Context: an optimization exercise on an open-source flow, tuned for small area and few clock cycles. The choices shown serve that exercise and are no tape-out recipe. Function was checked by simulation only, so behaviour that the tests miss may differ from the original. Power is estimated from default activity; no workload was simulated.

## try-harbor
// risc_v_core
module risc_v_core (
    input  logic        clk,
    input  logic        rst_n,
    output logic        imem_req,
    output logic [31:0] imem_addr,
    input  logic [31:0] imem_rdata,
    input  logic        imem_ready,
    input  logic        imem_err,
    output logic        dmem_req,
    output logic        dmem_we,
    output logic [3:0]  dmem_be,
    output logic [31:0] dmem_addr,
    output logic [31:0] dmem_wdata,
    input  logic [31:0] dmem_rdata,
    input  logic        dmem_ready,
    input  logic        dmem_err,
    input  logic        fetch_enable,
    input  logic [31:0] irq,
    input  logic        debug_req,
    output logic        core_sleep,
    input  logic        scan_mode,
    input  logic        scan_en,
    input  logic        scan_in,
    output logic        scan_out
);
Size: roughly 210 I/O pins, roughly 50000 um^2 of cells after synthesis.
export LEC_CHECK = 0
export CAP_MARGIN = 20
export CORE_MARGIN = 2
export CORE_UTILIZATION = 50
export CTS_BUF_LIST = sky130_fd_sc_hd__clkbuf_8 sky130_fd_sc_hd__clkbuf_16
export CTS_CLUSTER_DIAMETER = 80
export CTS_CLUSTER_SIZE = 30
export PLACE_DENSITY = 0.65
export SLEW_MARGIN = 20
export SYNTH_HIERARCHICAL = 1
export SYNTH_MINIMUM_KEEP_SIZE = 0
create_clock -name core_clock -period 13.0 [get_ports {clk}]
standard.sh (not shown) runs the stock make flow with config.mk's settings and CLKGATE_MAP_FILE= SYNTH_SCRIPT=/design/flow/synth_recipe.tcl, a recipe that flattens the netlist after the stock synthesis.
==> flow/flow/run.sh <==
#!/bin/bash
# Standard layout, with every port buffered by a small buffer cell instead of the
# default pick. Each tool's output goes to its own log file here.
set -euo pipefail
export BUFFER_PORTS_ARGS="-buffer_cell sky130_fd_sc_hd__buf_2"
bash standard.sh > standard_flow.log 2>&1
Testbench counts of try-harbor, summed over its fixed seeds: cycles 8,987.
[inputs] try-quartz vs try-harbor
- CTS_CLUSTER_SIZE now 25, was 30
- CAP_MARGIN now 10, was 20
- PLACE_DENSITY now 0.7, was 0.65
- CORE_UTILIZATION now 55, was 50
- SLEW_MARGIN now 10, was 20
diff --git a/flow/flow/run.sh b/flow/flow/run.sh
--- a/flow/flow/run.sh
+++ b/flow/flow/run.sh
@@ -5 +5 @@
-export BUFFER_PORTS_ARGS="-buffer_cell sky130_fd_sc_hd__buf_2"
+export BUFFER_PORTS_ARGS="-buffer_cell sky130_fd_sc_hd__buf_1"
==> run notes <==
- Setup slack was lower in the run labelled try-harbor.
- End point of the critical path = rf_q[255]: try-harbor; end point of the critical path = dmem_addr[30]: try-quartz
- Standby leakage power, try-quartz vs try-harbor: down by a few percent
- [compare] base=try-harbor new=try-quartz: fraction of power consumed by combinational cells roughly the same, global-route usage over all layers higher, maximum net fanout on the critical path higher, arrival time of data at the critical path endpoint lower.
### try-quartz -> try-pepper
==> flow/flow/run.sh <==
#!/bin/bash
# Standard layout with two changes: every port is buffered by a small buffer
# cell (instead of the default pick), and clock tree synthesis inserts no dummy
# loads. Each tool's output goes to its own log file here.
set -euo pipefail
export BUFFER_PORTS_ARGS="-buffer_cell sky130_fd_sc_hd__buf_1"
export CTS_ARGS="-sink_clustering_enable -repair_clock_nets -dont_use_dummy_load -sink_clustering_size 25 -sink_clustering_max_diameter 80 -buf_list {sky130_fd_sc_hd__clkbuf_8 sky130_fd_sc_hd__clkbuf_16}"
bash standard.sh > standard_flow.log 2>&1
## What came out
[try-pepper vs try-quartz] met2 wirelength from detailed routing: lower in try-pepper
Critical path depth, try-pepper and try-quartz: smaller value in try-quartz
Of the two values seen for end point of the critical path, rf_q[831] was produced by try-pepper and dmem_addr[30] by try-quartz.
Going from try-quartz to try-pepper, number of antenna violations at the first check in global routing fell by about 14%, final cycle utilization of the critical path went up 0.57 points, synthesis-to-layout area growth decreased by 0.70 points relative to the old numbers, count of non-filler cells in the finished layout fell by 0.43%.
try-pepper vs try-quartz, cell at the slowest stage of the critical path: sky130_fd_sc_hd__nand4_1 vs sky130_fd_sc_hd__and3_2
The following lists how try-juniper was set up differently from try-pepper:
diff --git a/flow/flow/run.sh b/flow/flow/run.sh
--- a/flow/flow/run.sh
+++ b/flow/flow/run.sh
@@ -4 +4,2 @@
-# loads. Each tool's output goes to its own log file here.
+# loads; after global routing, gates on paths with positive slack are
+# downsized (ORFS RECOVER_POWER). Each tool's output goes to its own log file here.
@@ -7,0 +9 @@
+export RECOVER_POWER=100
==> comparison <==
try-juniper finished every stage; the final checks, however, were not passed, the failures being capacitance limit, slew limit.
Portion of total power attributed to the clock network: try-juniper vs try-pepper — no meaningful difference
rf_q[831] as the capturing element of the worst setup path was reported by try-pepper, and dmem_addr[30] by try-juniper.
Comparing try-pepper with try-juniper, the H-tree depth came out essentially unchanged.
From try-pepper to try-juniper the numbers moved as follows: final worst-path cycle share grew by 5.0 points; detailed-route wire length held steady; share of power burned in registers grew by 0.2 points.
try-pepper ended up with imem_rdata[24] as its origin of the worst setup path; try-juniper ended up with imem_rdata[21].
Modified inputs, try-lagoon compared to try-juniper
- PLACE_DENSITY changed from 0.7 to 0.8
diff --git a/flow/flow/run.sh b/flow/flow/run.sh
--- a/flow/flow/run.sh
+++ b/flow/flow/run.sh
@@ -4,2 +4 @@
-# loads; after global routing, gates on paths with positive slack are
-# downsized (ORFS RECOVER_POWER). Each tool's output goes to its own log file here.
+# loads. Each tool's output goes to its own log file here.
@@ -9 +7,0 @@
-export RECOVER_POWER=100
### Flow results
Comparing try-lagoon with try-juniper, the switching fraction of total power came out essentially unchanged.
On aggregate routed wire length, try-lagoon does better than try-juniper.
According to the power report, total power for try-lagoon is lower than for try-juniper.
try-lagoon | stages: all done | timing, DRC, antenna: all pass
~same post-layout utilization of the core in try-juniper and try-lagoon
The following lists how try-yarrow was set up differently from try-lagoon:
- changing CORE_UTILIZATION from 55 to 50
- changing CAP_MARGIN from 10 to 20
- changing PLACE_DENSITY from 0.8 to 0.65
- changing SLEW_MARGIN from 10 to 20
==> flow/flow/run.sh <==
#!/bin/bash
# Standard layout, with every port buffered by a small buffer cell instead of the
# default pick. Each tool's output goes to its own log file here.
set -euo pipefail
export BUFFER_PORTS_ARGS="-buffer_cell sky130_fd_sc_hd__buf_1"
bash standard.sh > standard_flow.log 2>&1
Minimum setup slack after placement: try-yarrow vs try-lagoon down 0.40 ns
[compare] base=try-lagoon new=try-yarrow: average wire per standard cell up 1.0 um; post-CTS clock slew at the launch and capture registers of the worst setup and hold paths stayed essentially flat; combinational power stayed essentially flat.
Re actual slew at the worst max-slew pin: try-yarrow is 0.16 ns down on try-lagoon.
Worst setup slack ended up 0.085 ns lower on try-yarrow than on try-lagoon.
Looking at try-lagoon and try-yarrow, the minimum hold slack is a wash.

## what the ideal ports hide
No port has a modelled driver above. Below, the same layouts with a new extraction and two added sets of constraints.
Step 1 assumes that a clkbuf_16 drives the clock port and a buf_2 every other input.
Step 2 moves the port delays by t, midway between the first and last clock arrival at a register: inputs arrive t later, outputs are due t later. That takes back most of the time a late clock gives input paths.
a / b / c = no drivers / after step 1 / after step 2; a / b = the first two.
run	shift t [ns]	setup WS [ns]	worst setup path at the end	slew at the worst register clock pin (ns)	pins driven straight from the clock port
try-harbor	0.782	0.933 / 0.960 / 0.178	input to register	0.12 / 0.12	1
try-quartz	0.762	1.082 / 1.047 / 0.372	input to register	0.11 / 0.11	1
try-pepper	0.736	1.008 / 1.016 / 0.281	input to register	0.11 / 0.11	1
try-juniper	0.738	0.355 / 0.230 / -0.336	input to register	0.11 / 0.11	1
try-lagoon	0.764	0.766 / 0.814 / 0.050	input to register	0.11 / 0.11	1
try-yarrow	0.800	0.681 / 0.625 / -0.175	input to register	0.11 / 0.11	1
The setup slack of try-yarrow, which loses most, moves by -0.056 ns with the drivers and by -0.856 ns with both steps.
